This design comes from an exercise in tuning for small area on the open sky130 flow, not from production work.
The RTL was checked by simulation tests, not by an equivalence proof against the original design.
The clock port is modelled as an ideal driver; clocking choices that lean on that would not hold on a real chip.
Power figures rest on the tool's default switching activity, not on a simulated workload.

==> flow/design.v <==
module hex_decoder(hex_digit, segments);
    input [3:0] hex_digit;
    output [6:0] segments;
    wire [3:0] d = hex_digit;
    assign segments[0] = ~((~d[0] & ~d[2]) | (d[1] & d[2]) | (~d[0] & d[3]) | (d[1] & ~d[3]) | (d[0] & d[2] & ~d[3]) | (~d[1] & ~d[2] & d[3]));
    assign segments[1] = (~d[0] & d[1] & d[2]) | (d[0] & d[1] & d[3]) | (~d[0] & d[2] & d[3]) | (d[0] & ~d[1] & d[2] & ~d[3]);
    assign segments[2] = (~d[0] & d[2] & d[3]) | (d[1] & d[2] & d[3]) | (~d[0] & d[1] & ~d[2] & ~d[3]);
    assign segments[3] = (d[0] & ~d[1] & ~d[2]) | (d[0] & d[1] & d[2]) | (~d[0] & ~d[1] & d[2] & ~d[3]) | (~d[0] & d[1] & ~d[2] & d[3]);
    assign segments[4] = (d[0] & ~d[1] & ~d[2]) | (d[0] & ~d[3]) | (~d[1] & d[2] & ~d[3]);
    assign segments[5] = ~((~d[0] & ~d[1]) | (~d[0] & d[2]) | (d[1] & d[3]) | (~d[2] & d[3]) | (~d[1] & d[2] & ~d[3]));
    assign segments[6] = (~d[1] & ~d[2] & ~d[3]) | (d[0] & d[1] & d[2] & ~d[3]) | (~d[0] & ~d[1] & d[2] & d[3]);
endmodule
module bcd_decoder(d, seg);
    input [3:0] d;
    output [6:0] seg;
    wire A = d[3], B = d[2], C = d[1], D = d[0];
    wire a = A | C | (B & D) | (~B & ~D);
    wire b = ~B | (~C & ~D) | (C & D);
    wire c = B | ~C | D;
    wire dd = (~B & ~D) | (C & ~D) | (B & ~C & D) | (~B & C);
    wire e = (~B & ~D) | (C & ~D);
    wire f = A | (~C & ~D) | (B & ~C) | (B & ~D);
    wire g = A | (B & ~C) | (~B & C) | (C & ~D);
    assign seg = ~{g, f, e, dd, c, b, a};
endmodule
module game (
    CLOCK_50, rst, KEY, SW,
    VGA_HS, VGA_VS, VGA_BLANK_N, VGA_SYNC_N, VGA_R, VGA_G, VGA_B,
    ps2_clk, ps2_data,
    HEX0, HEX1, HEX2, HEX3, HEX4, HEX5, HEX6, HEX7,
    LEDR,
    fb_we, fb_waddr, fb_wdata, fb_raddr, fb_rdata
    );
    parameter FAST_DIV   = 15;
    parameter SLOW_DIV   = 30;
    parameter SECOND_DIV = 249;
    input       CLOCK_50;
    input       rst;
    input       [17:0] SW;
    input       [3:0] KEY;
    input       ps2_clk;
    input       ps2_data;
    output [6:0] HEX0, HEX1, HEX2, HEX3, HEX4, HEX6, HEX5, HEX7;
    output [0:0] LEDR;
    output      VGA_HS;
    output      VGA_VS;
    output      VGA_BLANK_N;
    output      VGA_SYNC_N;
    output      [9:0] VGA_R;
    output      [9:0] VGA_G;
    output      [9:0] VGA_B;
    output      fb_we;
    output      [14:0] fb_waddr;
    output      [2:0] fb_wdata;
    output      [14:0] fb_raddr;
    input       [2:0] fb_rdata;
    wire w, a, s, d, up, left, down, right;
    wire [3:0] counter0, counter1, counter2, counter3;
    wire fast = counter1[0];
    wire mv_tick;
    wire p1Dead, p2Dead;
    wire dead = p1Dead | p2Dead;
    wire reposition = ~KEY[0] | dead;
    wire [7:0] t1x, t2x;
    wire [6:0] t1y, t2y;
    ps2_keyboard_min kbd (
        .clk(CLOCK_50), .rst(rst), .ps2_clk(ps2_clk), .ps2_data(ps2_data),
        .w(w), .a(a), .s(s), .d(d), .up(up), .left(left), .down(down), .right(right));
    game_timer timer (
        .clk(CLOCK_50), .rst(rst), .run(SW[17]),
        .counter0(counter0), .counter1(counter1), .counter2(counter2), .counter3(counter3));
    bcd_decoder hx0(counter0, HEX0);
    bcd_decoder hx1(counter1, HEX1);
    bcd_decoder hx2(counter2, HEX2);
    hex_decoder hx3(counter3, HEX3);
    move_divider mdiv (
        .clk(CLOCK_50), .rst(rst), .run(SW[17]), .fast(fast), .tick(mv_tick));
    player #(.X0(8'd25)) pl1 (
        .clk(CLOCK_50), .rst(rst), .tick(mv_tick), .reposition(reposition),
        .dir_keep(KEY[3] | dead),
        .keys({a | SW[12], s | SW[11], w | SW[10], d | SW[9]}),
        .x(t1x), .y(t1y));
    player #(.X0(8'd135)) pl2 (
        .clk(CLOCK_50), .rst(rst), .tick(mv_tick), .reposition(reposition),
        .dir_keep(KEY[3] | dead),
        .keys({left | SW[3], down | SW[2], up | SW[1], right | SW[0]}),
        .x(t2x), .y(t2y));
    draw_control drw (
        .clk(CLOCK_50), .rst(rst), .reposition(reposition), .fast(fast),
        .t1x(t1x), .t1y(t1y), .t2x(t2x), .t2y(t2y),
        .p1Dead(p1Dead), .p2Dead(p2Dead),
        .fb_we(fb_we), .fb_waddr(fb_waddr), .fb_wdata(fb_wdata));
    assign LEDR[0] = dead;
    scores sc (
        .clk(CLOCK_50), .rst(rst), .reposition(reposition),
        .p1Dead(p1Dead), .p2Dead(p2Dead), .KEY(KEY[2:1]),
        .HEX4(HEX4), .HEX5(HEX5), .HEX6(HEX6), .HEX7(HEX7));
    vga_scan vga (
        .clk(CLOCK_50), .rst(rst),
        .fb_raddr(fb_raddr), .VGA_HS(VGA_HS), .VGA_VS(VGA_VS), .VGA_BLANK_N(VGA_BLANK_N));
    assign VGA_SYNC_N = 1'b1;
    assign VGA_R = {10{fb_rdata[2]}};
    assign VGA_G = {10{fb_rdata[1]}};
    assign VGA_B = {10{fb_rdata[0]}};
endmodule
module ps2_keyboard_min (
    input clk, input rst, input ps2_clk, input ps2_data,
    output reg w, a, s, d, up, left, down, right);
    reg [2:0] ps2_clk_s;        
    reg [1:0] ps2_data_s;       
    reg [7:0] kb_shift;         
    reg [3:0] bit_count;        
    reg took1, took2;           
    reg was_f0;                 
    wire ps2_fall = ps2_clk_s[2] & ~ps2_clk_s[1];
    wire take = ps2_fall & bit_count[3] & bit_count[1];    
    always @(posedge clk) begin
        ps2_data_s <= {ps2_data_s[0], ps2_data};
        ps2_clk_s[2] <= ps2_clk_s[1];
        if (ps2_fall && !bit_count[3])
            kb_shift <= {ps2_data_s[1], kb_shift[7:1]};
    end
    wire upd = took1 | took2;
    wire val = took2 | ~was_f0;
    always @(posedge clk) begin
        if (rst) begin
            ps2_clk_s[1:0] <= 2'b11;
            bit_count <= 0;
            took1 <= 0;
            took2 <= 0;
            was_f0 <= 0;
            w <= 0; a <= 0; s <= 0; d <= 0;
            up <= 0; left <= 0; down <= 0; right <= 0;
        end else begin
            ps2_clk_s[1:0] <= {ps2_clk_s[0], ps2_clk};
            if (ps2_fall) begin
                if (take)
                    bit_count <= 0;
                else
                    bit_count <= bit_count + 1'b1;
            end
            took1 <= take;
            took2 <= took1;
            if (took1) was_f0 <= (kb_shift == 8'hF0);
            if (upd) begin
                if (kb_shift == 8'h1D) w <= val;
                if (kb_shift == 8'h1B) s <= val;
                if (kb_shift == 8'h1C) a <= val;
                if (kb_shift == 8'h23) d <= val;
                if (kb_shift == 8'h75) up <= val;
                if (kb_shift == 8'h72) down <= val;
                if (kb_shift == 8'h6B) left <= val;
                if (kb_shift == 8'h74) right <= val;
            end
        end
    end
endmodule
module game_timer (
    input clk, input rst, input run,
    output reg [3:0] counter0, counter1, counter2, counter3);
    reg [7:0] sec_count;
    reg sec_clkout;
    wire sec_end = &{sec_count[7:4], ~sec_count[2:0]};
    wire sec_tick = run & ~sec_clkout & sec_end;
    always @(posedge clk) begin
        if (rst) begin
            sec_count <= 0;
            sec_clkout <= 0;
        end else if (run) begin
            if (sec_end) begin
                sec_count <= 0;
                sec_clkout <= ~sec_clkout;
            end else
                sec_count <= {sec_count[6:0], ~(sec_count[7] ^ sec_count[1] ^ sec_count[0])};
        end
    end
    always @(posedge clk) begin
        if (rst) begin
            counter0 <= 0;
            counter1 <= 0;
            counter2 <= 0;
            counter3 <= 0;
        end else if (sec_tick) begin
            if (!(counter0[3] & counter0[0]))
                counter0 <= counter0 + 1'b1;
            else begin
                counter0 <= 0;
                counter1 <= counter1 + 1'b1;
            end
            if (counter1[3] & counter1[0]) begin
                counter1 <= 0;
                counter2 <= counter2 + 1'b1;
            end
            if (counter2[3] & counter2[0]) begin
                counter2 <= 0;
                counter3 <= counter3 + 1'b1;
            end
        end
    end
endmodule
module move_divider (
    input clk, input rst, input run, input fast, output tick);
    reg [4:0] mv_count;     
    reg mv_clkout;
    wire ge15 = mv_count[4] | (&mv_count[3:0]);
    wire ge30 = &mv_count[4:1];
    wire mv_wrap = fast ? ge15 : ge30;
    assign tick = run & ~mv_clkout & mv_wrap;
    always @(posedge clk) begin
        if (rst) begin
            mv_count <= 0;
            mv_clkout <= 0;
        end else if (run) begin
            if (mv_wrap) begin
                mv_count <= 0;
                mv_clkout <= ~mv_clkout;
            end else
                mv_count <= mv_count + 1'b1;
        end
    end
endmodule
module player #(parameter [7:0] X0 = 8'd25) (
    input clk, input rst, input tick, input reposition, input dir_keep,
    input [3:0] keys,
    output reg [7:0] x, output reg [6:0] y);
    reg [1:0] cs, ns;
    reg [1:0] turn;
    always @(*) begin
        turn = cs;
        if (cs[0] == 1'b0) begin
            if (keys == 4'b0001) turn = 2'd1;
            else if (keys == 4'b1000) turn = 2'd3;
        end else begin
            if (keys == 4'b0010) turn = 2'd2;
            else if (keys == 4'b0100) turn = 2'd0;
        end
    end
    always @(posedge clk) begin
        if (rst) begin
            cs <= 0; ns <= 0;
        end else begin
            ns <= turn;
            cs <= dir_keep ? ns : 2'd0;
        end
    end
    wire horiz = cs[0];
    wire dn = ~(cs[0] ^ cs[1]);         
    wire [7:0] v = horiz ? x : {1'b0, y};
    wire [7:0] c, vn;
    assign c[0] = 1'b1;
    genvar k;
    generate
        for (k = 1; k < 8; k = k + 1) begin : gc
            assign c[k] = c[k-1] & (v[k-1] ^ dn);
        end
    endgenerate
    assign vn = v ^ c;
    always @(posedge clk) begin
        if (rst) begin
            x <= X0;
            y <= 7'd100;
        end else if (tick) begin
            if (reposition) begin
                x <= X0;
                y <= 7'd100;
            end else if (horiz)
                x <= vn;
            else
                y <= vn[6:0];
        end
    end
endmodule
module draw_control (
    input clk, input rst, input reposition, input fast,
    input [7:0] t1x, input [6:0] t1y, input [7:0] t2x, input [6:0] t2y,
    output reg p1Dead, output reg p2Dead,
    output fb_we, output [14:0] fb_waddr, output [2:0] fb_wdata);
    reg [7:0] i;            
    reg [6:0] j;            
    reg [7:0] x;            
    reg [6:0] y;            
    reg col_p1, col_p2;
    reg writeEn;
    reg [1:0] switch;       
    reg [4:0] counter;      
    wire [7:0] px = switch[0] ? t2x : t1x;
    wire [6:0] py = switch[0] ? t2y : t1y;
    wire heads = (t1x == t2x) && (t1y == t2y);
    wire die = heads || px == 8'd10 || px == 8'd149 || py == 7'd17 || py == 7'd108;
    wire j_end = j[6] & j[5] & j[3] & j[1] & j[0];     
    wire i_end = i[7] & i[4] & i[2];                   
    wire ge14 = counter[4] | (&counter[3:1]);
    wire ge29 = counter[4] & counter[3] & counter[2] & counter[0];
    wire cnt_wrap = fast ? ge14 : ge29;
    always @(posedge clk) begin
        if (rst) begin
            p1Dead <= 0;
            p2Dead <= 0;
            i <= 8'd11;
            j <= 7'd18;
            writeEn <= 0;
            switch <= 0;
            counter <= 0;
        end else if (reposition) begin
            writeEn <= 1;
            if (j_end) begin
                if (i_end) begin
                    p1Dead <= 0;
                    p2Dead <= 0;
                    i <= 8'd11;
                    writeEn <= 0;
                end else
                    i <= i + 1'b1;
                j <= 7'd18;
            end else
                j <= j + 1'b1;
        end else begin
            if (switch == 2'd0) begin
                if (die) p1Dead <= 1;
                else begin
                    writeEn <= 1;
                    switch <= 2'd1;
                end
            end else if (switch == 2'd1) begin
                if (die) p2Dead <= 1;
                else begin
                    writeEn <= 1;
                    switch <= 2'd2;
                end
            end else
                writeEn <= 0;
            if (cnt_wrap) begin
                counter <= 0;
                switch <= 0;
            end else
                counter <= counter + 1'b1;
        end
    end
    always @(posedge clk) begin
        if (rst) begin
            x <= 0;
            y <= 0;
            col_p1 <= 0;
            col_p2 <= 0;
        end else if (reposition) begin
            x <= i;
            y <= j;
            col_p1 <= 0;
            col_p2 <= 0;
        end else if (!die) begin
            x <= px;
            y <= py;
            col_p1 <= ~switch[0];
            col_p2 <= switch[0];
        end
    end
    assign fb_we = writeEn & (x < 8'd160) & (y < 7'd120);
    assign fb_waddr = {({1'b0, y, 2'b00} + {3'b000, y} + {7'b0, x[7:5]}), x[4:0]};
    assign fb_wdata = {col_p2, 1'b0, col_p1};
endmodule
module scores (
    input clk, input rst, input reposition, input p1Dead, input p2Dead,
    input [2:1] KEY,
    output [6:0] HEX4, HEX5, HEX6, HEX7);
    reg repos_q;            
    reg key2_q, key1_q;
    reg [3:0] sc_p1, sc_p2, hn_p1, hn_p2;    
    always @(posedge clk)
        repos_q <= reposition;
    function [3:0] bcd_inc;
        input [3:0] v;
        bcd_inc = (v[3] & v[0]) ? 4'd0 : v + 1'b1;
    endfunction
    always @(posedge clk) begin
        if (rst) begin
            key2_q <= 0; key1_q <= 0;
            sc_p1 <= 0; sc_p2 <= 0; hn_p1 <= 0; hn_p2 <= 0;
        end else begin
            key2_q <= ~KEY[2];
            key1_q <= ~KEY[1];
            if (p2Dead && !repos_q) sc_p1 <= bcd_inc(sc_p1);
            if (p1Dead && !repos_q) sc_p2 <= bcd_inc(sc_p2);
            if (~KEY[2] && !key2_q) hn_p1 <= bcd_inc(hn_p1);
            if (~KEY[1] && !key1_q) hn_p2 <= bcd_inc(hn_p2);
        end
    end
    bcd_decoder hx6(sc_p1, HEX6);
    bcd_decoder hx4(sc_p2, HEX4);
    bcd_decoder hx7(hn_p1, HEX7);
    bcd_decoder hx5(hn_p2, HEX5);
endmodule
module vga_scan (
    input clk, input rst,
    output [14:0] fb_raddr, output VGA_HS, output VGA_VS, output VGA_BLANK_N);
    reg [9:0] xCounter;     
    reg [9:0] yCounter;     
    wire x_end = xCounter[9] & xCounter[8] & (&xCounter[4:0]);    
    wire y_end = yCounter[9] & yCounter[3] & yCounter[2];           
    always @(posedge clk) begin
        if (rst) begin
            xCounter <= 0;
            yCounter <= 0;
        end else begin
            xCounter <= x_end ? 10'd0 : xCounter + 1'b1;
            if (x_end)
                yCounter <= y_end ? 10'd0 : yCounter + 1'b1;
        end
    end
    wire [7:0] sx = xCounter[9:2];
    wire [6:0] sy = yCounter[8:2];
    assign fb_raddr = {({1'b0, sy, 2'b00} + {3'b000, sy} + {7'b0, sx[7:5]}), sx[4:0]};
    wire x_lt2 = ~|xCounter[9:1];
    assign VGA_HS = ~((xCounter >= 10'd661) && (xCounter <= 10'd756));
    assign VGA_VS = ~(x_lt2 ? (yCounter == 10'd494 || yCounter == 10'd495)
                            : (yCounter == 10'd493 || yCounter == 10'd494));
    assign VGA_BLANK_N = ~x_lt2 && (xCounter <= 10'd641) && (yCounter < 10'd480);
endmodule
==> flow/flow/run.sh <==
#!/bin/bash
# Standard synthesis, then the combinational logic between the registers is
# mapped again for area with ABC (registers untouched; several random seeds,
# the smallest result kept), then the standard layout with the smallest port
# buffers and a clock tree of clkbuf_8 without dummy loads (leaf buffers with
# light loads then made clkbuf_4, see post_cts.tcl).
# Each tool's output goes to a log file in this folder.
set -euo pipefail
HERE=$(pwd)
R=$HERE/orfs/results/sky130hd/game/base
LIB=$FLOW_HOME/platforms/sky130hd/lib/sky130_fd_sc_hd__tt_025C_1v80.lib

# 1. standard synthesis
bash standard.sh synth > synth.log 2>&1

# 2. area re-mapping of the combinational logic
cp $R/1_2_yosys.v $HERE/std_synth.v
DU=""
for c in $(sed -n '/^export DONT_USE_CELLS/,/^#/p' $FLOW_HOME/platforms/sky130hd/config.mk | grep -oE 'sky130_fd_sc_hd__[a-z0-9_]+'); do
  DU="$DU -dont_use $c"
done
SEQ=$(grep -oE '^\s*sky130_fd_sc_hd__[a-z0-9_]+' std_synth.v | sort -u | grep -E '__(e?dfx|dfr|dfs|dfb|sdf|dl|conb)' | tr '\n' ' ')
remap() {
  S=$1
  sed "s/@SEED@/$S/" flow/remap.abc > remap_$S.abc
  cat > remap_$S.ys <<YS
read_liberty -ignore_miss_func $LIB
read_verilog $HERE/std_synth.v
hierarchy -top game
blackbox $SEQ
flatten
opt_clean
read_liberty -lib -overwrite $LIB
abc -liberty $LIB $DU -script $HERE/remap_$S.abc
opt_clean -purge
splitnets
opt_clean -purge
hilomap -singleton -hicell sky130_fd_sc_hd__conb_1 HI -locell sky130_fd_sc_hd__conb_1 LO
insbuf -buf sky130_fd_sc_hd__buf_1 A X
opt_clean -purge
check -assert
tee -o $HERE/remap_$S.stat stat -liberty $LIB
write_verilog -noattr -nohex -nodec $HERE/remap_$S.v
YS
  yosys -s remap_$S.ys > remap_$S.log 2>&1 || true
}
for S in 0 1 2 3; do remap $S & done; wait
for S in 4 5 6 7; do remap $S & done; wait
for S in 8 9 10 11; do remap $S & done; wait
for S in 12 13 14 15; do remap $S & done; wait
BEST=""; BESTA=""
for S in 0 1 2 3 4 5 6 7 8 9 10 11 12 13 14 15; do
  [[ -f remap_$S.v && -f remap_$S.stat ]] || continue
  if grep -qE '^\s*assign\s+\S+\s*=.*>>' remap_$S.v; then continue; fi
  A=$(grep -oE 'Chip area for module .\\game.: [0-9.]+' remap_$S.stat | awk '{print $NF}')
  [[ -n "$A" ]] || continue
  echo "seed $S area $A" >> remap_choice.log
  if [[ -z "$BESTA" ]] || awk "BEGIN{exit !($A < $BESTA)}"; then BEST=$S; BESTA=$A; fi
done
echo "chosen seed $BEST area $BESTA" >> remap_choice.log
cp remap_$BEST.v $HERE/remap.v
cp remap.v $R/1_2_yosys.v
rm -f $R/1_synth.odb $R/1_synth.sdc

# 3. layout
export BUFFER_PORTS_ARGS="-buffer_cell sky130_fd_sc_hd__buf_1"
export POST_CTS_TCL=$HERE/flow/post_cts.tcl
export CTS_ARGS="-sink_clustering_enable -repair_clock_nets -buf_list sky130_fd_sc_hd__clkbuf_8 -dont_use_dummy_load"
bash standard.sh > layout.log 2>&1
==> flow/flow/post_cts.tcl <==
proc leaf_worst_slew {inst} {
  set worst 0.0
  set out [get_pins -of_objects $inst -filter "direction==output"]
  foreach p [get_pins -of_objects [get_nets -of_objects $out] -filter "direction==input"] {
    foreach e {rise fall} {
      foreach a {min max} {
        set s [get_property $p slew_${a}_$e]
        if {[string is double -strict $s]} { set worst [expr {max($worst, $s)}] }
      }
    }
  }
  return $worst
}
estimate_parasitics -placement
set small [get_lib_cells */sky130_fd_sc_hd__clkbuf_4]
set big [get_lib_cells */sky130_fd_sc_hd__clkbuf_8]
set limit [expr {95e-12 / [sta::time_ui_sta 1.0]}]
set n 0
foreach inst [get_cells clkbuf_*] {
  if {[get_property $inst ref_name] ne "sky130_fd_sc_hd__clkbuf_8"} { continue }
  set out [get_pins -of_objects $inst -filter "direction==output"]
  set loads [get_pins -of_objects [get_nets -of_objects $out] -filter "direction==input"]
  set ffs 0
  foreach p $loads { if {[get_property $p is_clock]} { incr ffs } }
  if {$ffs == 0} { continue }
  replace_cell $inst $small
  estimate_parasitics -placement
  set w [leaf_worst_slew $inst]
  if {$w > $limit} {
    replace_cell $inst $big
    estimate_parasitics -placement
  } else {
    incr n
  }
}
puts "post_cts: $n clock buffers made clkbuf_4"
==> flow/flow/remap.abc <==
strash
&get -n
&deepsyn -T 90 -S @SEED@
&put
dch -f
amap
topo
==> flow/standard.sh <==
#!/bin/bash
# synth_recipe.tcl (not shown) runs the flow's synth.tcl, then flattens the netlist and writes it again
# the make line also repeats each setting of config.mk as NAME=value (left out here)
make -C /OpenROAD-flow-scripts/flow DESIGN_CONFIG=/design/flow/config.mk WORK_HOME=/design/flow/orfs CLKGATE_MAP_FILE= SYNTH_SCRIPT=/design/flow/synth_recipe.tcl "${@:-finish}"
==> flow/config.mk <==
export PLATFORM = sky130hd
export DESIGN_NAME = game
export DESIGN_NICKNAME = game
export VERILOG_FILES = /design/flow/design.v
export SDC_FILE = /design/flow/constraint.sdc
export NUM_CORES = 4
export LEC_CHECK = 0
export ABC_AREA = 1
export CAP_MARGIN = 20
export CORE_MARGIN = 2
export CORE_UTILIZATION = 60
export PLACE_DENSITY = 0.6
export SLEW_MARGIN = 20
==> flow/constraint.sdc <==
create_clock -name core_clock -period 8.0 [get_ports {CLOCK_50}]
set_input_delay 1.6000 -clock core_clock [delete_from_list [all_inputs] [get_ports {CLOCK_50}]]
set_output_delay 1.6000 -clock core_clock [all_outputs]
set_load 0.01 [all_outputs]
==> run notes, run 1 <==
clock net sink count 178; detailed-route via count 7,995; crit path from vga.yCounter[3]; number of global-route vias before repair 6,837; largest driver fanout on the critical path 6; area of the core 13,930 um^2; Hold Path Sink kbd.ps2_data_s[1]; Finish-stage setup viols 0; most repeated library cell on the critical path sky130_fd_sc_hd__nor2_1; post-synthesis cell area 8597 um^2; cells on worst reg2reg path 13; WL final 19.26 mm; flop2flop setup slack 4930 ps; post-route minimum period 5042 ps; number of slew-limit violations in the final report 0; remaining global-route overflow 0; Reg-to-Reg End pl2.x[7]; worst hold-check path type flop to flop; pre-CTS worst setup slack 3469 ps; crit path kind flop to output pin; critical path required time 6400 ps; pin count of the biggest net entering global routing 39; number of nets still failing antenna checks after routing 0; initial cell density of the core 61.70%; total routing resource utilization after global routing 25.69%; Worst setup SP type flop; Cell Chain, Critical Path clkinv_1 -> nor2_1 -> nor2_1 -> nand2_1 -> nand2_1 -> o21ai_0 -> nand2_1 -> o21ai_0 -> a21oi_1 -> nor2_1 -> a21oi_1 -> nor2_1 -> nor2_1 -> o22ai_1 -> nor2_1 -> a21oi_1 -> nand2_1 -> a21oi_1 -> o21ai_0 -> nand2_1 -> nor2_1 -> a21oi_1 -> buf_1; area enclosed by the die boundary 15,300 um^2; Setup crit end kind output pin; fill cell instance count of the final layout 1,277; number of nets in the synthesized netlist 1,222; total number of placement rows 43; setup repair after global routing missed its margin no; Arrival @ worst endpoint 3440 ps; largest vdd supply drop 0.0001188 V; detailed router's first-iteration violation count 549; worst clock skew on the final layout 27.49 ps; layout overhead on the synthesized area 5.138%; Avg Cell Area, Syn 7.206 um^2; drt pass-1 iters 5; run status finished clean; power per standard cell area 167.3 nW/um^2; layout net count 1,236; Die X 123.7 um; r2r startpoint timer.counter1[0]; launch instance of the worst min-delay path kbd.ps2_data_s[0]; share of final-layout standard cells stronger than drive strength 1 1.909%; Syn. warnings 8; wire length of the first global-routing pass 31.55 mm; Top delay family on crit path simple AND/OR/NAND/NOR gates; slowest stage delay, CP 420 ps; Die Ht 123.7 um; Buffers on Ports 109; routed len/inst 13.91 um; Cells after Synth 1,193; hpwl dp 14.14 mm; maxcap violations 0; IO Count 154; residual DRC count 0; Static Leak 3.026 nW; count of cells along the worst hold path 0; CTS tree done; routability congestion estimate 0.9139; post-route total power 1.512 mW; Clock transition at path regs 70 ps; crit path buf inv count 2; post-route setup TNS 0 ps; Hold Vio Cnt, Final 0; worst slew slack as a fraction of its limit 33.79%; Worst-Margin Slew 989.6 ps; least setup slack across all paths after layout 2958 ps; number of antenna violations at the first check in global routing 0; antenna cell count 0; mean number of vias per cell 5.773; final clock period utilization by the worst path 63.02%; maximum operating frequency 0.1983 GHz; Slowest cell on crit path sky130_fd_sc_hd__dfxtp_1; later-pin clock latency in the skew report 460 ps
[metal layers]
layer / routed length (um) / vias to the layer above / GRT usage (%)
met4: 353 / 0 / 8.949
met2: 8444 / 208 / 40.38
met3: 1066 / 32 / 4.899
li1: - / 4146 / -
met5: 0 / - / 0
met1: 9398 / 3609 / 35.45
[sequential cells by signal, summed over array words and instances (netlist names), 5 cells and up]
| name | cells |
|---|---|
| vga.xCounter | 10 |
| vga.yCounter | 10 |
| drw.i | 8 |
| drw.x | 8 |
| kbd.kb_shift | 8 |
| pl1.x | 8 |
| pl2.x | 8 |
| timer.sec_count | 8 |
| drw.j | 7 |
| drw.y | 7 |
| pl1.y | 7 |
| pl2.y | 7 |
| drw.counter | 5 |
| mdiv.mv_count | 5 |
[area by class of cell]
class | instances | area [um^2] | area share (%)
inverters | 145 | 544.3 | 6.022
repair buffers | 114 | 447.9 | 4.956
flip-flops and latches | 178 | 3643 | 40.31
well taps | 180 | 225.2 | 2.492
clock buffers | 17 | 215.2 | 2.381
multi-input cells | 751 | 3963 | 43.84
[worst max path at each step]
stage / to / depth (start not counted)
final: fb_raddr[13] / 23
after global routing: fb_raddr[13] / 23
after detailed placement: fb_raddr[13] / 23
after global placement: fb_raddr[13] / 23
after floorplan: pl2.x[3] / 7
[power by group]
group	internal, mW	switching [mW]	total, mW
logic	0.0458	0.0908	0.137
clock network	0.172	0.269	0.442
registers	0.915	0.0190	0.934
[placed cells by master (no fill, tap or decap), types with 4 or more instances in the layout]
| master | n |
|---|---|
| sky130_fd_sc_hd__nand3_1 | 22 |
| sky130_fd_sc_hd__clkinv_1 | 145 |
| sky130_fd_sc_hd__a21oi_1 | 41 |
| sky130_fd_sc_hd__nor3_1 | 62 |
| sky130_fd_sc_hd__buf_1 | 108 |
| sky130_fd_sc_hd__o21ai_0 | 91 |
| sky130_fd_sc_hd__a222oi_1 | 12 |
| sky130_fd_sc_hd__a22oi_1 | 8 |
| sky130_fd_sc_hd__a31oi_1 | 6 |
| sky130_fd_sc_hd__nor4_1 | 9 |
| sky130_fd_sc_hd__dfxtp_1 | 170 |
| sky130_fd_sc_hd__a41oi_1 | 4 |
| sky130_fd_sc_hd__a221oi_1 | 6 |
| sky130_fd_sc_hd__buf_4 | 5 |
| sky130_fd_sc_hd__or2_0 | 7 |
| sky130_fd_sc_hd__nand2_1 | 70 |
| sky130_fd_sc_hd__and3_1 | 12 |
| sky130_fd_sc_hd__nor2_1 | 226 |
| sky130_fd_sc_hd__o221ai_1 | 16 |
| sky130_fd_sc_hd__edfxtp_1 | 8 |
| sky130_fd_sc_hd__o32ai_1 | 13 |
| sky130_fd_sc_hd__clkbuf_8 | 14 |
| sky130_fd_sc_hd__a32oi_1 | 5 |
| sky130_fd_sc_hd__a211oi_1 | 31 |
| sky130_fd_sc_hd__a21boi_0 | 4 |
| sky130_fd_sc_hd__and2_0 | 6 |
| sky130_fd_sc_hd__o22ai_1 | 34 |
| sky130_fd_sc_hd__o21a_1 | 8 |
| sky130_fd_sc_hd__or3_1 | 14 |
| sky130_fd_sc_hd__nor2b_1 | 8 |
[worst reg2reg max path, delay by kind of cell (launching register included)]
kind | cells | cell delay [ps]
buffers and inverters | 1 | 100
and+or+nand+nor | 5 | 1340
DFF | 1 | 460
AOI/OAI and AO/OA | 7 | 1010
[metrics by stage]
stage | std cells | util (%) | area (um^2) | hold WS [ps]
after global placement | 1368 | 63.32 | 8823 | 313.8
after floorplan | 1193 | - | 8597 | 309.6
final | 1385 | 64.86 | 9039 | 343.0
after global routing | 1385 | 64.86 | 9039 | 354.4
after detailed placement | 1368 | 63.32 | 8823 | 333.3
==> inputs of run 2 (changes only) <==
--- a/flow/flow/run.sh
+++ b/flow/flow/run.sh
@@ -1,7 +1,7 @@
 #!/bin/bash
 # Standard synthesis, then the combinational logic between the registers is
-# mapped again for area with ABC (registers untouched; several random seeds,
-# the smallest result kept), then the standard layout with the smallest port
+# mapped again for area with ABC (registers untouched; several time limits
+# and random seeds, the smallest result kept), then the standard layout with the smallest port
 # buffers and a clock tree of clkbuf_8 without dummy loads (leaf buffers with
 # light loads then made clkbuf_4, see post_cts.tcl).
 # Each tool's output goes to a log file in this folder.
@@ -22,7 +22,7 @@
 SEQ=$(grep -oE '^\s*sky130_fd_sc_hd__[a-z0-9_]+' std_synth.v | sort -u | grep -E '__(e?dfx|dfr|dfs|dfb|sdf|dl|conb)' | tr '\n' ' ')
 remap() {
   S=$1
-  sed "s/@SEED@/$S/" flow/remap.abc > remap_$S.abc
+  sed "s/@SEED@/${S#*_}/; s/@T@/${S%_*}/" flow/remap.abc > remap_$S.abc
   cat > remap_$S.ys <<YS
 read_liberty -ignore_miss_func $LIB
 read_verilog $HERE/std_synth.v
@@ -44,12 +44,15 @@
 YS
   yosys -s remap_$S.ys > remap_$S.log 2>&1 || true
 }
-for S in 0 1 2 3; do remap $S & done; wait
-for S in 4 5 6 7; do remap $S & done; wait
-for S in 8 9 10 11; do remap $S & done; wait
-for S in 12 13 14 15; do remap $S & done; wait
+# candidates T_SEED: ABC time limit T (s) and random seed SEED, four at a time
+CANDS=""
+for T in 40 60 80 100; do
+  for G in "0 1 2 3" "4 5 6 7"; do
+    for SD in $G; do remap ${T}_$SD & CANDS="$CANDS ${T}_$SD"; done; wait
+  done
+done
 BEST=""; BESTA=""
-for S in 0 1 2 3 4 5 6 7 8 9 10 11 12 13 14 15; do
+for S in $CANDS; do
   [[ -f remap_$S.v && -f remap_$S.stat ]] || continue
   if grep -qE '^\s*assign\s+\S+\s*=.*>>' remap_$S.v; then continue; fi
   A=$(grep -oE 'Chip area for module .\\game.: [0-9.]+' remap_$S.stat | awk '{print $NF}')
==> flow/flow/remap.abc (replaced) <==
strash
&get -n
&deepsyn -T @T@ -S @SEED@
&put
dch -f
amap
topo
==> run notes, run 2 <==
Worst-Margin Slew 950.0 ps (was 989.6 ps); clock net sink count 178 (unchanged); area enclosed by the die boundary 15,340 um^2 (was 15,300 um^2); maximum operating frequency 0.1969 GHz (was 0.1983 GHz); pin count of the biggest net entering global routing 38 (was 39); critical path required time 6400 ps (about the same); total number of placement rows 43 (unchanged); Avg Cell Area, Syn 7.169 um^2 (was 7.206 um^2); power per standard cell area 171.6 nW/um^2 (was 167.3 nW/um^2); number of antenna violations at the first check in global routing 0 (unchanged); remaining global-route overflow 0 (unchanged); Hold Vio Cnt, Final 0 (unchanged); Buffers on Ports 109 (unchanged); number of global-route vias before repair 6,835 (was 6,837); setup repair after global routing missed its margin no (unchanged); wire length of the first global-routing pass 31.22 mm (was 31.55 mm); post-route minimum period 5078 ps (was 5042 ps); largest vdd supply drop 0.0001428 V (was 0.0001188 V); commonest cells after routing, fill and taps aside sky130_fd_sc_hd__nor2_1, sky130_fd_sc_hd__dfxtp_1, sky130_fd_sc_hd__clkinv_1 (unchanged); later-pin clock latency in the skew report 460 ps (about the same); number of slew-limit violations in the final report 0 (unchanged); layout net count 1,243 (was 1,236); CTS tree done (unchanged); Die X 123.8 um (was 123.7 um); crit path buf inv count 4 (was 2); Clock transition at path regs 90 ps (was 70 ps); share of final-layout standard cells stronger than drive strength 1 1.733% (was 1.909%); post-route total power 1.553 mW (was 1.512 mW); Hold Slack 334.4 ps (was 343.0 ps); slowest stage delay, CP 350 ps (was 420 ps); routability congestion estimate 0.9311 (was 0.9139); initial cell density of the core 61.84% (was 61.70%); crit path kind flop to output pin (unchanged); detailed-route via count 7,994 (was 7,995); post-synthesis cell area 8617 um^2 (was 8597 um^2); Cells after Synth 1,202 (was 1,193); Top delay family on crit path simple AND/OR/NAND/NOR gates (unchanged); most repeated library cell on the critical path sky130_fd_sc_hd__nor2_1 (unchanged); mean number of vias per cell 5.743 (was 5.773); worst clock skew on the final layout 28.59 ps (was 27.49 ps); largest driver fanout on the critical path 4 (was 6); most common library cell in the layout ignoring fill and taps sky130_fd_sc_hd__nor2_1 (unchanged); final clock period utilization by the worst path 63.47% (was 63.02%); leading registers by flop count vga.xCounter: 10 flops, vga.yCounter: 10 flops (unchanged); Die Ht 123.8 um (was 123.7 um); worst hold-check path type flop to flop (unchanged); number of nets still failing antenna checks after routing 0 (unchanged); post-route setup TNS 0 ps (unchanged); number of nets in the synthesized netlist 1,231 (was 1,222); total routing resource utilization after global routing 25.21% (was 25.69%); worst slew slack as a fraction of its limit 36.43% (was 33.79%); hpwl dp 14.00 mm (was 14.14 mm); area of the core 13,930 um^2 (unchanged); Cell Chain, Critical Path clkinv_1 -> nor2_1 -> clkinv_1 -> nand2_1 -> nand2_1 -> nor3_1 -> a21oi_1 -> nor2_1 -> a21oi_1 -> nand2_1 -> clkinv_1 -> o21ai_0 -> o32a_1 -> nor2_1 -> nor2_1 -> nor2_1 -> a21oi_1 -> nor2_1 -> nor2_1 -> nor2_1 -> buf_1 (was clkinv_1 -> nor2_1 -> nor2_1 -> nand2_1 -> nand2_1 -> o21ai_0 -> nand2_1 -> o21ai_0 -> a21oi_1 -> nor2_1 -> a21oi_1 -> nor2_1 -> nor2_1 -> o22ai_1 -> nor2_1 -> a21oi_1 -> nand2_1 -> a21oi_1 -> o21ai_0 -> nand2_1 -> nor2_1 -> a21oi_1 -> buf_1); Worst setup SP type flop (unchanged); maxcap violations 0 (unchanged); residual DRC count 0 (unchanged); drt pass-1 iters 5 (unchanged); WL final 18.95 mm (was 19.26 mm); Static Leak 2.964 nW (was 3.026 nW); Slowest cell on crit path sky130_fd_sc_hd__dfxtp_1 (unchanged); routed len/inst 13.61 um (was 13.91 um); Arrival @ worst endpoint 3480 ps (was 3440 ps); detailed router's first-iteration violation count 544 (was 549); Syn. warnings 8 (unchanged); IO Count 154 (unchanged); layout overhead on the synthesized area 5.024% (was 5.138%); Finish-stage setup viols 0 (unchanged); Setup crit end kind output pin (unchanged); antenna cell count 0 (unchanged); run status finished clean (unchanged)
-- run 2: routing by layer --
layer / up-vias / track usage (%) / routed length (um)
met2: 253 / 40.04 / 8438
met3: 39 / 5.861 / 1210
met4: 0 / 8.523 / 311
li1: 4142 / - / -
met1: 3560 / 33.85 / 8987
met5: - / 0 / 0
-- run 2: final timing paths --
check | slack (ps) | depth (start not counted) | endpoint | startpoint
worst min register to register | 330 | 0 | kbd.ps2_data_s[1] | kbd.ps2_data_s[0]
worst max-delay path | 2920 | 21 | fb_waddr[13] | drw.x[5]
worst max register to register | 4900 | 11 | drw.y[0] | pl1.y[0]
worst min-delay path | 330 | 0 | kbd.ps2_data_s[1] | kbd.ps2_data_s[0]
-- run 2: report_power, final --
part,switching [mW],total (mW),internal [mW],leakage [nW]
combinational,0.114,0.172,0.0576,1.39
clock,0.266,0.443,0.178,0.117
sequential,0.0215,0.937,0.916,1.46
total,0.402,1.55,1.15,2.96
-- run 2: per-stage QoR --
| stage | utilization [%] | instances | setup slack [ps] | cell area (um^2) |
|---|---|---|---|---|
| final | 64.95 | 1392 | 2922 | 9050 |
| after floorplan | - | 1202 | 3820 | 8617 |
| after detailed placement | 63.36 | 1375 | 3406 | 8828 |
| after global placement | 63.36 | 1375 | 3451 | 8828 |
| after global routing | 64.95 | 1392 | 2369 | 9050 |
-- run 2: cell type report --
cell class	count	area, um^2
Inverter	154	578.1
Tap cell	180	225.2
Sequential cell	178	3643
Clock buffer	17	221.5
Multi-Input combinational cell	751	3949
Fill cell	1314	4885
Timing Repair Buffer	112	432.9
==> inputs of run 3 (changes only) <==
--- a/flow/flow/run.sh
+++ b/flow/flow/run.sh
@@ -1,6 +1,6 @@
 #!/bin/bash
 # Standard synthesis, then the combinational logic between the registers is
-# mapped again for area with ABC (registers untouched; several time limits
+# mapped again for area with ABC (registers untouched; several cell orders
 # and random seeds, the smallest result kept), then the standard layout with the smallest port
 # buffers and a clock tree of clkbuf_8 without dummy loads (leaf buffers with
 # light loads then made clkbuf_4, see post_cts.tcl).
@@ -20,12 +20,16 @@
   DU="$DU -dont_use $c"
 done
 SEQ=$(grep -oE '^\s*sky130_fd_sc_hd__[a-z0-9_]+' std_synth.v | sort -u | grep -E '__(e?dfx|dfr|dfs|dfb|sdf|dl|conb)' | tr '\n' ' ')
+python3 flow/reorder.py std_synth.v std_synth_rev.v rev > reorder.log 2>&1
+python3 flow/reorder.py std_synth.v std_synth_7.v 7 >> reorder.log 2>&1
+cp std_synth.v std_synth_o.v
 remap() {
   S=$1
-  sed "s/@SEED@/${S#*_}/; s/@T@/${S%_*}/" flow/remap.abc > remap_$S.abc
+  ORD=${S%%_*}; TS=${S#*_}
+  sed "s/@SEED@/${TS#*_}/; s/@T@/${TS%_*}/" flow/remap.abc > remap_$S.abc
   cat > remap_$S.ys <<YS
 read_liberty -ignore_miss_func $LIB
-read_verilog $HERE/std_synth.v
+read_verilog $HERE/std_synth_$ORD.v
 hierarchy -top game
 blackbox $SEQ
 flatten
@@ -44,11 +48,12 @@
 YS
   yosys -s remap_$S.ys > remap_$S.log 2>&1 || true
 }
-# candidates T_SEED: ABC time limit T (s) and random seed SEED, four at a time
+# candidates ORDER_T_SEED: the netlist's cells in the original, reversed or a
+# shuffled order, ABC time limit T (s) and random seed SEED, four at a time
 CANDS=""
-for T in 40 60 80 100; do
+for ORD in o rev 7; do
   for G in "0 1 2 3" "4 5 6 7"; do
-    for SD in $G; do remap ${T}_$SD & CANDS="$CANDS ${T}_$SD"; done; wait
+    for SD in $G; do remap ${ORD}_60_$SD & CANDS="$CANDS ${ORD}_60_$SD"; done; wait
   done
 done
 BEST=""; BESTA=""
==> flow/flow/reorder.py (new file) <==
# reorder.py IN OUT MODE: writes the netlist IN with its cell instances in
# another order (MODE "rev": reversed, otherwise a number used as a random
# seed), so that ABC reads the same logic in a different order.
import re, random, sys
src = open(sys.argv[1]).read()
pat = re.compile(r'^\s*sky130_fd_sc_hd__\w+\s+\S+\s*\(.*?\);\n', re.S | re.M)
cells = pat.findall(src)
first = pat.search(src).start()
rest = pat.sub('', src)
if sys.argv[3] == 'rev':
    cells.reverse()
else:
    random.Random(int(sys.argv[3])).shuffle(cells)
out = rest[:first] + ''.join(cells) + rest[first:]
open(sys.argv[2], 'w').write(out)
==> run notes, run 3 <==
part of the total power dissipated in the clock network 28.8% (was 28.6%); Hold Slack 338.1 ps (was 334.4 ps); number of slew-limit violations in the final report 0 (unchanged); antenna cell count 0 (unchanged); layout overhead on the synthesized area 5.264% (was 5.024%); area of the core 13,990 um^2 (was 13,930 um^2); clock net sink count 178 (unchanged); worst clock skew on the final layout 25.17 ps (was 28.59 ps); worst slew slack as a fraction of its limit 43.19% (was 36.43%); number of nets still failing antenna checks after routing 0 (unchanged); busiest grt layer met2 (unchanged); Top delay family on crit path simple AND/OR/NAND/NOR gates (unchanged); Die Ht 123.9 um (was 123.8 um); routability congestion estimate 0.8907 (was 0.9311); slowest stage delay, CP 400 ps (was 350 ps); Finish-stage setup viols 0 (unchanged); Cell Chain, Critical Path clkinv_1 -> nor2_1 -> nand2_1 -> nand2_1 -> clkinv_1 -> o21ai_0 -> nand2_1 -> o21a_1 -> o21ai_0 -> nor2_1 -> nor3_1 -> o22ai_1 -> nor2_1 -> clkinv_1 -> o21ai_0 -> o21ai_0 -> o22ai_1 -> buf_1 (was clkinv_1 -> nor2_1 -> clkinv_1 -> nand2_1 -> nand2_1 -> nor3_1 -> a21oi_1 -> nor2_1 -> a21oi_1 -> nand2_1 -> clkinv_1 -> o21ai_0 -> o32a_1 -> nor2_1 -> nor2_1 -> nor2_1 -> a21oi_1 -> nor2_1 -> nor2_1 -> nor2_1 -> buf_1); fill cell instance count of the final layout 1,355 (was 1,314); part of the total power dissipated in combinational logic 11.1% (about the same); sw frac 26.07% (was 25.87%); Setup crit end kind output pin (unchanged); largest vdd supply drop 0.0001503 V (was 0.0001428 V); Hold Vio Cnt, Final 0 (unchanged); Buffers on Ports 109 (unchanged); flop2flop setup slack 4740 ps (was 4900 ps); hpwl dp 14.16 mm (was 14.00 mm); Slowest cell on crit path sky130_fd_sc_hd__dfxtp_1 (unchanged); commonest cells after routing, fill and taps aside sky130_fd_sc_hd__nor2_1, sky130_fd_sc_hd__dfxtp_1, sky130_fd_sc_hd__clkinv_1 (unchanged); later-pin clock latency in the skew report 470 ps (was 460 ps); wire length of the first global-routing pass 30.41 mm (was 31.22 mm); leading registers by flop count vga.xCounter: 10 flops, vga.yCounter: 10 flops (unchanged); Cell Int Power 1.161 mW (was 1.151 mW); largest driver fanout on the critical path 5 (was 4); crit path buf inv count 4 (unchanged); Static Leak 3.071 nW (was 2.964 nW); post-route setup TNS 0 ps (unchanged); final clock period utilization by the worst path 63.40% (was 63.47%); met3 track demand over resource 4.853% (was 5.861%); mean number of vias per cell 5.582 (was 5.743); fraction of power consumed by sequential logic 60.0% (was 60.4%); initial cell density of the core 61.68% (was 61.84%); power per standard cell area 172.9 nW/um^2 (was 171.6 nW/um^2); number of antenna violations at the first check in global routing 0 (unchanged); drt pass-1 iters 7 (was 5); detailed router's first-iteration violation count 538 (was 544); remaining global-route overflow 0 (unchanged); WL final 18.71 mm (was 18.95 mm); Avg Cell Area, Syn 7.026 um^2 (was 7.169 um^2); CTS tree done (unchanged); met1 GRT Util 33.55% (was 33.85%); run status finished clean (unchanged); worst hold-check path type flop to flop (unchanged); maxcap violations 0 (unchanged); Worst-Margin Slew 843.3 ps (was 950.0 ps); residual DRC count 0 (unchanged); crit path kind flop to output pin (unchanged); maximum operating frequency 0.1972 GHz (was 0.1969 GHz); Cells after Synth 1,228 (was 1,202); total routing resource utilization after global routing 24.78% (was 25.21%); share of final-layout standard cells stronger than drive strength 1 1.855% (was 1.733%); Arrival @ worst endpoint 3470 ps (was 3480 ps); layout net count 1,271 (was 1,243); Syn. warnings 8 (unchanged); most common library cell in the layout ignoring fill and taps sky130_fd_sc_hd__nor2_1 (unchanged); most repeated library cell on the critical path sky130_fd_sc_hd__o21ai_0 (was sky130_fd_sc_hd__nor2_1); area enclosed by the die boundary 15,360 um^2 (was 15,340 um^2); Die X 123.9 um (was 123.8 um); number of global-route vias before repair 6,610 (was 6,835); total number of placement rows 43 (unchanged); Net Sw Power 409.5 uW (was 401.7 uW); met2 Use GR 39.59% (was 40.04%); number of nets in the synthesized netlist 1,257 (was 1,231); post-synthesis cell area 8628 um^2 (was 8617 um^2); detailed-route via count 7,927 (was 7,994); post-route minimum period 5072 ps (was 5078 ps); Clock transition at path regs 80 ps (was 90 ps); routed len/inst 13.18 um (was 13.61 um); Worst setup SP type flop (unchanged); setup repair after global routing missed its margin no (unchanged); share of the core filled with cells 64.93% (was 64.95%); pin count of the biggest net entering global routing 39 (was 38); IO Count 154 (unchanged); critical path required time 6400 ps (about the same)
==> run 3: worst paths after layout <==
check	start	to	depth (start not counted)
worst max-delay path	vga.yCounter[3]	fb_raddr[12]	18
worst min-delay path	kbd.ps2_data_s[0]	kbd.ps2_data_s[1]	0
worst max register to register	mdiv.mv_count[1]	pl1.y[6]	17
worst min register to register	kbd.ps2_data_s[0]	kbd.ps2_data_s[1]	0
==> run 3: worst register-to-register path, delay by kind of cell (launching register included) <==
kind                   cells  cell delay (ps)
DFF                        1              340
buffers and inverters      4              510
and+or+nand+nor            9             1770
AOI/OAI and AO/OA          4              510
==> run 3: final cells by class <==
| cell class | count | area [um^2] | share of cell area [%] |
|---|---|---|---|
| clock buffers | 17 | 227.7 | 2.507 |
| flip-flops and latches | 178 | 3643 | 40.12 |
| multi-input cells | 774 | 3949 | 43.48 |
| well taps | 180 | 225.2 | 2.480 |
| inverters | 157 | 589.3 | 6.488 |
| repair buffers | 114 | 447.9 | 4.932 |
==> run 3: stage by stage <==
stage	instances	setup slack, ps	total power, mW	cell area, um^2
global route	1420	2432	1.647	9082
detailed placement	1403	3240	1.138	8855
finish	1420	2928	1.571	9082
global placement	1403	3317	1.134	8855
floorplan	1228	3465	1.103	8628
==> run 3: power by group through the flow <==
| stage | combinational [mW] | sequential, mW | clock (mW) |
|---|---|---|---|
| 2_1_floorplan | 0.146 | 0.957 | 0 |
| 3_3_place_gp | 0.171 | 0.963 | 0 |
| 3_5_place_dp | 0.174 | 0.963 | 0 |
| 5_1_grt | 0.200 | 0.947 | 0.500 |
| 6_report | 0.175 | 0.943 | 0.453 |
==> run 3: layer usage <==
layer  vias up  routed length, um
met2       188               8261
met1      3505               9117
met4         0                366
met3        38                969
met5         -                  0
li1       4196                  -

## re-timing with driven ports
Ports are ideal in the flow. The routed layouts listed here were re-timed in OpenROAD.
Step 1 assumes that a clkbuf_16 drives the clock port and a buf_2 every other input.
Step 2 moves the port delays by t, midway between the first and last clock arrival at a register: inputs arrive t later, outputs are due t later. That takes back most of the time a late clock gives input paths.
a / b / c = ideal ports / drivers / drivers and shift; a / b = the first two.
run | shift t [ns] | setup WS [ns] | worst setup path after step 2 | slew at the worst register clock pin (ns)
run 1 | 0.484 | 2.958 / 2.920 / 3.404 | register to output | 0.09 / 0.09
run 2 | 0.475 | 2.922 / 2.888 / 3.363 | register to output | 0.09 / 0.09
run 3 | 0.494 | 2.928 / 2.893 / 3.166 | input to register | 0.09 / 0.09
After both steps setup and hold are still met in every run listed.
